Source: an optimization exercise on an open RTL-to-GDS flow (aim: small area and a short achievable clock period). Production flows keep margins and buffers that such runs may drop.
No run shown here included a check of the RTL's function; only the layout flow was run.
Power and IR drop assume default switching activity.

## flow/design.v (module list and top-level ports; edited modules follow where they fit)
// module SIMD: 665 lines
// module SIMD_fa: 4 lines
// module SIMD_ha: 4 lines
module SIMD(clk,rst,opcode,funct3,funct7,rd_data1,rd_data2,rd_data3,w_add,immed,instrc_add,wr_add,wr_data);
  // ...
==> flow/run.sh <==
#!/bin/bash
# synth_recipe.tcl (not shown) runs the flow's synth.tcl, then flattens the netlist and writes it again
# the make line also repeats each setting of config.mk as NAME=value (left out here)
make -C /OpenROAD-flow-scripts/flow DESIGN_CONFIG=/design/flow/config.mk WORK_HOME=/design/flow/orfs CLKGATE_MAP_FILE= SYNTH_SCRIPT=/design/flow/synth_recipe.tcl finish
==> flow/config.mk <==
export PLATFORM = sky130hd
export DESIGN_NAME = SIMD
export DESIGN_NICKNAME = SIMD
export VERILOG_FILES = /design/flow/design.v
export SDC_FILE = /design/flow/constraint.sdc
export NUM_CORES = 4
export LEC_CHECK = 0
export CAP_MARGIN = 20
export CORE_MARGIN = 2
export CORE_UTILIZATION = 60
export SETUP_SLACK_MARGIN = 4
export SLEW_MARGIN = 20
export SYNTH_HIERARCHICAL = 1
export SYNTH_MINIMUM_KEEP_SIZE = 0
==> flow/constraint.sdc <==
create_clock -name core_clock -period 10.6 [get_ports {clk}]
set_input_delay 2.1200 -clock core_clock [delete_from_list [all_inputs] [get_ports {clk}]]
set_output_delay 2.1200 -clock core_clock [all_outputs]
set_load 0.01 [all_outputs]
==> results.json, run 1 <==
{
  "crit_chain": "dlygate4sd2_1, or3_4, nor3_4, buf_6, nand4_1, a21oi_4, nor2_4, buf_6, nor3_4, fa_1, fa_2, fa_2, fa_2, fa_1, fa_2, fa_1",
  "regArea_mm2": 0.00160,
  "ant_nets": 0,
  "met3_usage": 0.112,
  "grt_use_met1": 0.518,
  "comb_power_mw": 1.21,
  "cts_resized": 123,
  "synth-compound-area-share": 0.111,
  "finClkSkew_ps": 0.981,
  "fin_area_mm2": 0.0161,
  "hold_path_class": "flip-flop to flip-flop",
  "grt.busiest_layer": "met2",
  "yosysTopAreaCell": "fa_1",
  "drv_cap": 0,
  "netlist_area_mm2": 0.0134,
  "pre_cts_ws_ps": 2560,
  "worstMarginPinSlew_ps": 1090,
  "drc": 0,
  "reg_top3": "rx: 32 flops, ry: 32 flops, rsel: 6 flops",
  "synth_xor_area_frac": 0.0659,
  "p_seq_frac": 0.224,
  "clk_pin_slew_worst_paths_ps": 70,
  "timing.hold.ws_ps": 477,
  "outcome": "finished clean",
  "power_leakage_nw": 7.70,
  "max_stage_delay_ps": 480,
  "antenna_cells": 0,
  "ys_seq_elements": 80,
  "tap_cells": 280,
  "multi_input_area_mm2": 0.0120,
  "nets": 1939,
  "rsz0062_at_grt": "yes",
  "slew_violations": 0,
  "first_pass_iters": 8,
  "chipHeight_um": 154,
  "yosysTopAreaCellShare": 0.357,
  "crit_family": "adder cells",
  "pg_clk_uw": 291,
  "ys_warn_count": 7,
  "wl_met3_um": 6310,
  "reg2reg_to": "pc[4]$_SDFF_PN0_",
  "drt_iter0_drc": 1779,
  "p_switching_uw": 935
}
==> run 2, diff against run 1 <==
--- a/flow/design.v
+++ b/flow/design.v
@@ -52,20 +52,18 @@
 wire i_4_8 = s4 | s8;
 wire i_4_8_16 = s4 | s8 | s16;
 wire i_8 = s8;
 wire i_8_16 = s8 | s16;
 wire u0 = sub;
 wire u8 = sub & funct3[2];
 wire u16 = sub & ~funct3[0];
 wire [15:0] a = rd_data1;
-wire [15:0] kd = 16'h0001 << k;
-wire shsel_l = ~ar & ~shz & ~(opcode[6] & opcode[5]);
-wire shsel_r = ~ar & ~shz & opcode[6] & opcode[5];
-wire [15:0] bsh = ({16{shsel_l}} & kd) | ({16{shsel_r}} & {kd[1], kd[2], kd[3], kd[4], kd[5], kd[6], kd[7], kd[8], kd[9], kd[10], kd[11], kd[12], kd[13], kd[14], kd[15], kd[0]});
+wire [4:0] sha = shr ? 5'd16 - {1'b0, k} : {1'b0, k};
+wire [15:0] bsh = (16'h0001 << sha[3:0]) & {16{~shz & ~ar}};
 wire [15:0] lane1 = {3'b000, funct3[2], 3'b000, ~funct3[0], 3'b000, funct3[2], 4'b0001};
 wire [15:0] b = ({16{ar & bmul}} & rd_data2) | ({16{addsub}} & lane1) | bsh;
 wire [15:0] b8 = b & {16{~funct3[2] | ~ar}};
 wire [15:0] b16 = b & {16{funct3[0] | ~ar}};
 wire [15:0] csrc = ({16{ar & opcode[6]}} & rd_data3) | ({16{addsub}} & (rd_data2 ^ {16{funct7[5]}}));
 wire [31:0] cc = {4'h0,
                   csrc[15:12] & {4{funct3[2]}},
                   csrc[15:12] & {4{funct3[1]}},
@@ -650,17 +648,210 @@
     ry <= ty;
     if (!rst) rsel <= 6'd0;
     else rsel <= {m4 & hiv, m4 & lov, m8 & hiv, m8 & lov, sel_hi16, sel_lo16};
 end
 wire r_k8 = ~(rsel[4] | rsel[5]);    
 wire r_k16 = rsel[0] | rsel[1];      
 wire [34:0] gx = {rx[31:24], r_k8, rx[23:16], r_k16, rx[15:8], r_k8, rx[7:0]};
 wire [34:0] gy = {ry[31:24], 1'b0, ry[23:16], 1'b0, ry[15:8], 1'b0, ry[7:0]};
-wire [34:0] gs = gx + gy;
+wire [34:0] gs_g, gs_p;
+assign gs_g[0] = gx[0] & gy[0];
+assign gs_p[0] = gx[0] ^ gy[0];
+assign gs_g[1] = gx[1] & gy[1];
+assign gs_p[1] = gx[1] ^ gy[1];
+assign gs_g[2] = gx[2] & gy[2];
+assign gs_p[2] = gx[2] ^ gy[2];
+assign gs_g[3] = gx[3] & gy[3];
+assign gs_p[3] = gx[3] ^ gy[3];
+assign gs_g[4] = gx[4] & gy[4];
+assign gs_p[4] = gx[4] ^ gy[4];
+assign gs_g[5] = gx[5] & gy[5];
+assign gs_p[5] = gx[5] ^ gy[5];
+assign gs_g[6] = gx[6] & gy[6];
+assign gs_p[6] = gx[6] ^ gy[6];
+assign gs_g[7] = gx[7] & gy[7];
+assign gs_p[7] = gx[7] ^ gy[7];
+assign gs_g[8] = gx[8] & gy[8];
+assign gs_p[8] = gx[8] ^ gy[8];
+assign gs_g[9] = gx[9] & gy[9];
+assign gs_p[9] = gx[9] ^ gy[9];
+assign gs_g[10] = gx[10] & gy[10];
+assign gs_p[10] = gx[10] ^ gy[10];
+assign gs_g[11] = gx[11] & gy[11];
+assign gs_p[11] = gx[11] ^ gy[11];
+assign gs_g[12] = gx[12] & gy[12];
+assign gs_p[12] = gx[12] ^ gy[12];
+assign gs_g[13] = gx[13] & gy[13];
+assign gs_p[13] = gx[13] ^ gy[13];
+assign gs_g[14] = gx[14] & gy[14];
+assign gs_p[14] = gx[14] ^ gy[14];
+assign gs_g[15] = gx[15] & gy[15];
+assign gs_p[15] = gx[15] ^ gy[15];
+assign gs_g[16] = gx[16] & gy[16];
+assign gs_p[16] = gx[16] ^ gy[16];
+assign gs_g[17] = gx[17] & gy[17];
+assign gs_p[17] = gx[17] ^ gy[17];
+assign gs_g[18] = gx[18] & gy[18];
+assign gs_p[18] = gx[18] ^ gy[18];
+assign gs_g[19] = gx[19] & gy[19];
+assign gs_p[19] = gx[19] ^ gy[19];
+assign gs_g[20] = gx[20] & gy[20];
+assign gs_p[20] = gx[20] ^ gy[20];
+assign gs_g[21] = gx[21] & gy[21];
+assign gs_p[21] = gx[21] ^ gy[21];
+assign gs_g[22] = gx[22] & gy[22];
+assign gs_p[22] = gx[22] ^ gy[22];
+assign gs_g[23] = gx[23] & gy[23];
+assign gs_p[23] = gx[23] ^ gy[23];
+assign gs_g[24] = gx[24] & gy[24];
+assign gs_p[24] = gx[24] ^ gy[24];
+assign gs_g[25] = gx[25] & gy[25];
+assign gs_p[25] = gx[25] ^ gy[25];
+assign gs_g[26] = gx[26] & gy[26];
+assign gs_p[26] = gx[26] ^ gy[26];
+assign gs_g[27] = gx[27] & gy[27];
+assign gs_p[27] = gx[27] ^ gy[27];
+assign gs_g[28] = gx[28] & gy[28];
+assign gs_p[28] = gx[28] ^ gy[28];
+assign gs_g[29] = gx[29] & gy[29];
+assign gs_p[29] = gx[29] ^ gy[29];
+assign gs_g[30] = gx[30] & gy[30];
+assign gs_p[30] = gx[30] ^ gy[30];
+assign gs_g[31] = gx[31] & gy[31];
+assign gs_p[31] = gx[31] ^ gy[31];
+assign gs_g[32] = gx[32] & gy[32];
+assign gs_p[32] = gx[32] ^ gy[32];
+assign gs_g[33] = gx[33] & gy[33];
+assign gs_p[33] = gx[33] ^ gy[33];
+assign gs_g[34] = gx[34] & gy[34];
+assign gs_p[34] = gx[34] ^ gy[34];
+wire gs_G1 = gs_g[1] | (gs_p[1] & gs_g[0]);
+wire gs_P1 = gs_p[1] & gs_p[0];
+wire gs_G2 = gs_g[3] | (gs_p[3] & gs_g[2]);
+wire gs_P2 = gs_p[3] & gs_p[2];
+wire gs_G3 = gs_g[5] | (gs_p[5] & gs_g[4]);
+wire gs_P3 = gs_p[5] & gs_p[4];
+wire gs_G4 = gs_g[7] | (gs_p[7] & gs_g[6]);
+wire gs_P4 = gs_p[7] & gs_p[6];
+wire gs_G5 = gs_g[9] | (gs_p[9] & gs_g[8]);
+wire gs_P5 = gs_p[9] & gs_p[8];
+wire gs_G6 = gs_g[11] | (gs_p[11] & gs_g[10]);
+wire gs_P6 = gs_p[11] & gs_p[10];
+wire gs_G7 = gs_g[13] | (gs_p[13] & gs_g[12]);
+wire gs_P7 = gs_p[13] & gs_p[12];
+wire gs_G8 = gs_g[15] | (gs_p[15] & gs_g[14]);
+wire gs_P8 = gs_p[15] & gs_p[14];
+wire gs_G9 = gs_g[17] | (gs_p[17] & gs_g[16]);
+wire gs_P9 = gs_p[17] & gs_p[16];
+wire gs_G10 = gs_g[19] | (gs_p[19] & gs_g[18]);
+wire gs_P10 = gs_p[19] & gs_p[18];
+wire gs_G11 = gs_g[21] | (gs_p[21] & gs_g[20]);
+wire gs_P11 = gs_p[21] & gs_p[20];
+wire gs_G12 = gs_g[23] | (gs_p[23] & gs_g[22]);
+wire gs_P12 = gs_p[23] & gs_p[22];
+wire gs_G13 = gs_g[25] | (gs_p[25] & gs_g[24]);
+wire gs_P13 = gs_p[25] & gs_p[24];
+wire gs_G14 = gs_g[27] | (gs_p[27] & gs_g[26]);
+wire gs_P14 = gs_p[27] & gs_p[26];
+wire gs_G15 = gs_g[29] | (gs_p[29] & gs_g[28]);
+wire gs_P15 = gs_p[29] & gs_p[28];
+wire gs_G16 = gs_g[31] | (gs_p[31] & gs_g[30]);
+wire gs_P16 = gs_p[31] & gs_p[30];
+wire gs_G17 = gs_g[33] | (gs_p[33] & gs_g[32]);
+wire gs_P17 = gs_p[33] & gs_p[32];
+wire gs_G18 = gs_G2 | (gs_P2 & gs_G1);
+wire gs_P18 = gs_P2 & gs_P1;
+wire gs_G19 = gs_G4 | (gs_P4 & gs_G3);
+wire gs_P19 = gs_P4 & gs_P3;
+wire gs_G20 = gs_G6 | (gs_P6 & gs_G5);
+wire gs_P20 = gs_P6 & gs_P5;
+wire gs_G21 = gs_G8 | (gs_P8 & gs_G7);
+wire gs_P21 = gs_P8 & gs_P7;
+wire gs_G22 = gs_G10 | (gs_P10 & gs_G9);
+wire gs_P22 = gs_P10 & gs_P9;
+wire gs_G23 = gs_G12 | (gs_P12 & gs_G11);
+wire gs_P23 = gs_P12 & gs_P11;
+wire gs_G24 = gs_G14 | (gs_P14 & gs_G13);
+wire gs_P24 = gs_P14 & gs_P13;
+wire gs_G25 = gs_G16 | (gs_P16 & gs_G15);
+wire gs_P25 = gs_P16 & gs_P15;
+wire gs_G26 = gs_G19 | (gs_P19 & gs_G18);
+wire gs_P26 = gs_P19 & gs_P18;
+wire gs_G27 = gs_G21 | (gs_P21 & gs_G20);
+wire gs_P27 = gs_P21 & gs_P20;
+wire gs_G28 = gs_G23 | (gs_P23 & gs_G22);
+wire gs_P28 = gs_P23 & gs_P22;
+wire gs_G29 = gs_G25 | (gs_P25 & gs_G24);
+wire gs_P29 = gs_P25 & gs_P24;
+wire gs_G30 = gs_G27 | (gs_P27 & gs_G26);
+wire gs_P30 = gs_P27 & gs_P26;
+wire gs_G31 = gs_G29 | (gs_P29 & gs_G28);
+wire gs_P31 = gs_P29 & gs_P28;
+wire gs_G32 = gs_G31 | (gs_P31 & gs_G30);
+wire gs_P32 = gs_P31 & gs_P30;
+wire gs_G33 = gs_G28 | (gs_P28 & gs_G30);
+wire gs_P33 = gs_P28 & gs_P30;
+wire gs_G34 = gs_G20 | (gs_P20 & gs_G26);
+wire gs_P34 = gs_P20 & gs_P26;
+wire gs_G35 = gs_G22 | (gs_P22 & gs_G30);
+wire gs_P35 = gs_P22 & gs_P30;
+wire gs_G36 = gs_G24 | (gs_P24 & gs_G33);
+wire gs_P36 = gs_P24 & gs_P33;
+wire gs_G37 = gs_G3 | (gs_P3 & gs_G18);
+wire gs_P37 = gs_P3 & gs_P18;
+wire gs_G38 = gs_G5 | (gs_P5 & gs_G26);
+wire gs_P38 = gs_P5 & gs_P26;
+wire gs_G39 = gs_G7 | (gs_P7 & gs_G34);
+wire gs_P39 = gs_P7 & gs_P34;
+wire gs_G40 = gs_G9 | (gs_P9 & gs_G30);
+wire gs_P40 = gs_P9 & gs_P30;
+wire gs_G41 = gs_G11 | (gs_P11 & gs_G35);
+wire gs_P41 = gs_P11 & gs_P35;
+wire gs_G42 = gs_G13 | (gs_P13 & gs_G33);
+wire gs_P42 = gs_P13 & gs_P33;
+wire gs_G43 = gs_G15 | (gs_P15 & gs_G36);
+wire gs_P43 = gs_P15 & gs_P36;
+wire gs_G44 = gs_G17 | (gs_P17 & gs_G32);
+wire gs_P44 = gs_P17 & gs_P32;
+wire gs_G45 = gs_g[2] | (gs_p[2] & gs_G1);
+wire gs_P45 = gs_p[2] & gs_P1;
+wire gs_G46 = gs_g[4] | (gs_p[4] & gs_G18);
+wire gs_P46 = gs_p[4] & gs_P18;
+wire gs_G47 = gs_g[6] | (gs_p[6] & gs_G37);
+wire gs_P47 = gs_p[6] & gs_P37;
+wire gs_G48 = gs_g[8] | (gs_p[8] & gs_G26);
+wire gs_P48 = gs_p[8] & gs_P26;
+wire gs_G49 = gs_g[10] | (gs_p[10] & gs_G38);
+wire gs_P49 = gs_p[10] & gs_P38;
+wire gs_G50 = gs_g[12] | (gs_p[12] & gs_G34);
+wire gs_P50 = gs_p[12] & gs_P34;
+wire gs_G51 = gs_g[14] | (gs_p[14] & gs_G39);
+wire gs_P51 = gs_p[14] & gs_P39;
+wire gs_G52 = gs_g[16] | (gs_p[16] & gs_G30);
+wire gs_P52 = gs_p[16] & gs_P30;
+wire gs_G53 = gs_g[18] | (gs_p[18] & gs_G40);
+wire gs_P53 = gs_p[18] & gs_P40;
+wire gs_G54 = gs_g[20] | (gs_p[20] & gs_G35);
+wire gs_P54 = gs_p[20] & gs_P35;
+wire gs_G55 = gs_g[22] | (gs_p[22] & gs_G41);
+wire gs_P55 = gs_p[22] & gs_P41;
+wire gs_G56 = gs_g[24] | (gs_p[24] & gs_G33);
+wire gs_P56 = gs_p[24] & gs_P33;
+wire gs_G57 = gs_g[26] | (gs_p[26] & gs_G42);
+wire gs_P57 = gs_p[26] & gs_P42;
+wire gs_G58 = gs_g[28] | (gs_p[28] & gs_G36);
+wire gs_P58 = gs_p[28] & gs_P36;
+wire gs_G59 = gs_g[30] | (gs_p[30] & gs_G43);
+wire gs_P59 = gs_p[30] & gs_P43;
+wire gs_G60 = gs_g[32] | (gs_p[32] & gs_G32);
+wire gs_P60 = gs_p[32] & gs_P32;
+wire gs_G61 = gs_g[34] | (gs_p[34] & gs_G44);
+wire gs_P61 = gs_p[34] & gs_P44;
+wire [34:0] gs = {gs_p[34] ^ gs_G44, gs_p[33] ^ gs_G60, gs_p[32] ^ gs_G32, gs_p[31] ^ gs_G59, gs_p[30] ^ gs_G43, gs_p[29] ^ gs_G58, gs_p[28] ^ gs_G36, gs_p[27] ^ gs_G57, gs_p[26] ^ gs_G42, gs_p[25] ^ gs_G56, gs_p[24] ^ gs_G33, gs_p[23] ^ gs_G55, gs_p[22] ^ gs_G41, gs_p[21] ^ gs_G54, gs_p[20] ^ gs_G35, gs_p[19] ^ gs_G53, gs_p[18] ^ gs_G40, gs_p[17] ^ gs_G52, gs_p[16] ^ gs_G30, gs_p[15] ^ gs_G51, gs_p[14] ^ gs_G39, gs_p[13] ^ gs_G50, gs_p[12] ^ gs_G34, gs_p[11] ^ gs_G49, gs_p[10] ^ gs_G38, gs_p[9] ^ gs_G48, gs_p[8] ^ gs_G26, gs_p[7] ^ gs_G47, gs_p[6] ^ gs_G37, gs_p[5] ^ gs_G46, gs_p[4] ^ gs_G18, gs_p[3] ^ gs_G45, gs_p[2] ^ gs_G1, gs_p[1] ^ gs_g[0], gs_p[0]};
 wire [31:0] P = {gs[34:27], gs[25:18], gs[16:9], gs[7:0]};
 wire [15:0] res = ({16{rsel[0]}} & P[15:0]) | ({16{rsel[1]}} & P[31:16]) |
                   ({16{rsel[2]}} & {P[23:16], P[7:0]}) | ({16{rsel[3]}} & {P[31:24], P[15:8]}) |
                   ({16{rsel[4]}} & {P[27:24], P[19:16], P[11:8], P[3:0]}) |
                   ({16{rsel[5]}} & {P[31:28], P[23:20], P[15:12], P[7:4]});
 assign wr_data = res;
 endmodule
 module SIMD_fa(input a, input b, input c, output s, output co);
==> run 2 against run 1 <==
  * Still clean on timing, DRC and antenna
  * Via count fell by 7.7%
  * Sequential share of layout area barely moved
  * Clock power rose by 15%
  * Register-to-register slack improved by 20 ps
  * Routed wire length fell by 8.9%
  * Clock skew fell by 0.57 ps
  * Utilization rose by 2.8 points
  * Highest routed layer is now met4
==> results.json, run 2 <==
{
  "outcome": "finished clean",
  "grt-ovfl-total": 0,
  "netlist_area_mm2": 0.0130,
  "critPathBufInv": 3,
  "yosysTopAreaCellShare": 0.389,
  "rsz0062_at_grt": "yes",
  "grtUsageTotal": 0.406,
  "cts_buffer_depth": 2,
  "die_width_um": 151,
  "crit_top_cell": "fa_1",
  "reg_top3": "rx: 32 flops, ry: 32 flops, rsel: 6 flops",
  "synth_edf_count": 0,
  "dp_cells": 1687,
  "syn_avg_cell_area_um2": 9.54,
  "slew_headroom": 0.240,
  "layout_common_cells": "fa_1, nor2_1, clkdlybuf4s50_1",
  "synthTopCellsByCount": "fa_1, nor2_1, ha_1",
  "worst-setup-path-type": "input pin to flip-flop",
  "nets": 1912,
  "drc": 0,
  "ys_seq_elements": 80,
  "slew_violations": 0,
  "grt_max_degree": 54,
  "first_pass_iters": 5,
  "grt_pass1_wl_um": 68300,
  "vias_per_cell": 6.47,
  "postLayoutCoreUtil": 0.762,
  "min_period_ps": 6730,
  "period_share": 0.635,
  "final-hold-violation-count": 0,
  "worstPathRequired_ps": 10810,
  "cts_made_buffers": 9,
  "ys.flop_type": "dfxtp_1",
  "start_kind": "input pin",
  "synth_most_common_cell": "fa_1",
  "worstMarginPinSlew_ps": 1130,
  "wl_per_cell_um": 25.4,
  "yosysTopAreaCell": "fa_1",
  "finClkSkew_ps": 0.415,
  "drv_cap": 0,
  "clk_pin_slew_worst_paths_ps": 60,
  "port_buffers": 109,
  "syn_to_final_growth_pct": 24.0,
  "hold_path_class": "flip-flop to flip-flop",
  "design.core.area_mm2": 0.0211,
  "p_per_area_mw_per_mm2": 111,
  "drt_iter0_drc": 1362,
  "ioPinCount": 112,
  "clkSinkCount": 80,
  "max-vdd-ir-drop_mv": 0.0911,
  "start_util": 0.615,
  "ant_nets": 0,
  "power_leakage_nw": 7.28,
  "drive_above_1_share": 0.198,
  "fmaxAchievable_mhz": 149,
  "chipHeight_um": 151,
  "critPathMaxFanout": 16,
  "setup_viol": 0,
  "h-tree-depth": 3,
  "ys_types": 74,
  "mostFrequentLayoutCell": "fa_1",
  "crit_chain": "clkdlybuf4s50_1, buf_12, nor2_2, and3_4, a221oi_2, buf_6, nor3_1, fa_1, fa_1, fa_1, fa_1, fa_1, fa_2",
  "dp_hpwl_um": 32700,
  "die_area_mm2": 0.0228,
  "num_vias": 11456,
  "timing.hold.ws_ps": 471,
  "cts_tree": "yes",
  "gp_congestion": 1.01,
  "clock-root-buffer": "clkbuf_16",
  "critPathArrivalTime_ps": 6940,
  "row_count": 53,
  "max_stage_delay_ps": 610,
  "synthArstFlopShare": 0,
  "grt_antenna_before_repair": 1,
  "crit_family": "adder cells",
  "final.setup.tns_ps": 0,
  "cp_slowest_cell": "fa_1",
  "final_cells": 1771,
  "clkLatencyLatePin_ps": 330,
  "end_kind": "flip-flop",
  "ys_warn_count": 7,
  "synth_seq_area_share": 0.123,
  "synthCells": 1360,
  "grt_pass1_vias": 11766,
  "synth.area.top_cells": "fa_1, dfxtp_1, ha_1",
  "totalWireLength_um": 45000
}
run 2: cell count changes after synthesis, moves of 24 or more:
cell	previous run	this run
xnor2_1	65	38
inv_1	51	81
nor2_1	105	202
nand3_1	43	19
nand2_1	107	69
and2_1	80	35
nor3_1	38	66
clkbuf_1	78	45
o21ai_0	20	52
and3_1	117	21
run 2: metrics by stage:
stage / worst slack [ps] / cell area [µm²] / power, mW
after floorplan: 3860 / 13100 / 1.00
after global placement: 2380 / 14300 / 1.30
after detailed placement: 2290 / 14300 / 1.33
after CTS: 3880 / 15600 / 1.72
after global routing: 3800 / 16100 / 1.89
final: 3870 / 16100 / 1.78
run 2: layout make-up:
class / count / area, µm²
Multi-Input combinational cell: 1124 / 11600
Fill cell: 1470 / 5010
Timing Repair Buffer: 188 / 1860
Sequential cell: 80 / 1600
Tap cell: 275 / 344
Inverter: 87 / 333
Clock buffer: 10 / 239
Clock inverter: 6 / 92.6
Antenna cell: 1 / 2.50
run 2: final timing paths:
| path | start | endpoint | slack [ps] | depth (start not counted) |
|---|---|---|---|---|
| worst min-delay path | pc[0]$_SDFF_PN0_ | pc[0]$_SDFF_PN0_ | 470 | 1 |
| worst max register to register | pc[0]$_SDFF_PN0_ | pc[4]$_SDFF_PN0_ | 9550 | 4 |
| worst max-delay path | funct7[4] | ry[20]$_DFF_P_ | 3870 | 13 |
| worst min register to register | pc[0]$_SDFF_PN0_ | pc[0]$_SDFF_PN0_ | 470 | 1 |
run 2: per-layer routing:
metal,up-vias,GRT usage,part of all wire
li1,4789,-,-
met1,5544,0.519,0.37
met2,925,0.616,0.43
met3,198,0.156,0.14
met4,0,0.185,0.055
met5,-,0,0
run 2: worst reg2reg max path: cells and delay by family (launching register included):
family | cells | cell delay, ps
DFF | 1 | 370
and+or+nand+nor | 2 | 240
adders and majority gates | 1 | 200
xor gates and xnor gates | 1 | 130
run 2: kinds of logic (layout without fill, tap and decap cells):
family,count (synthesis),after routing,synth area share
xor+xnor,72,72,0.0486
other cells,1,7,0.000289
flops,80,80,0.123
compound gates,205,205,0.111
fa+ha+maj,338,338,0.472
mux,27,27,0.0208
buf+inv,162,291,0.0507
simple gates,475,476,0.173
run 2: repair_timing:
item                       in CTS  in global routing
hold buffers                    0                  0
gates cloned                    2                  1
resized for setup             155                115
pin swaps                      32                 48
setup endpoints to repair      49                 31
buffers inserted               53                 11
run 2: per-module statistics from Yosys, one instance, submodules excluded:
module / times used / cells inside
SIMD_fa: 238 / 1
SIMD_ha: 21 / 1
SIMD: 1 / 1101
run 2: power breakdown:
group	switching [mW]	internal (mW)
Sequential	0.0399	0.378
Combinational	0.600	0.423
Clock	0.123	0.213
Total	0.763	1.01

## what the ideal ports hide
How much do the figures lean on ideal ports? The routed layouts below were timed once more, with nothing changed but the port constraints. Step 1 assumes that a clkbuf_16 drives the clock port and a buf_2 every other input. Step 2 also shifts input and output timing later by t, the mid clock arrival at the registers, as if the neighbouring blocks saw the same clock. a / b / c = ideal ports / drivers / drivers and shift; a / b = the first two.
| run | shift t [ns] | setup WS [ns] | slew at the worst register clock pin (ns) |
|---|---|---|---|
| run 1 | 0.401 | 3.739 / 3.764 / 3.363 | 0.07 / 0.07 |
| run 2 | 0.367 | 3.872 / 3.890 / 3.523 | 0.07 / 0.07 |
After both steps every run listed still meets setup and hold. For run 1, which loses most, drivers alone change the setup slack by +0.025 ns; drivers and shift together by -0.376 ns.
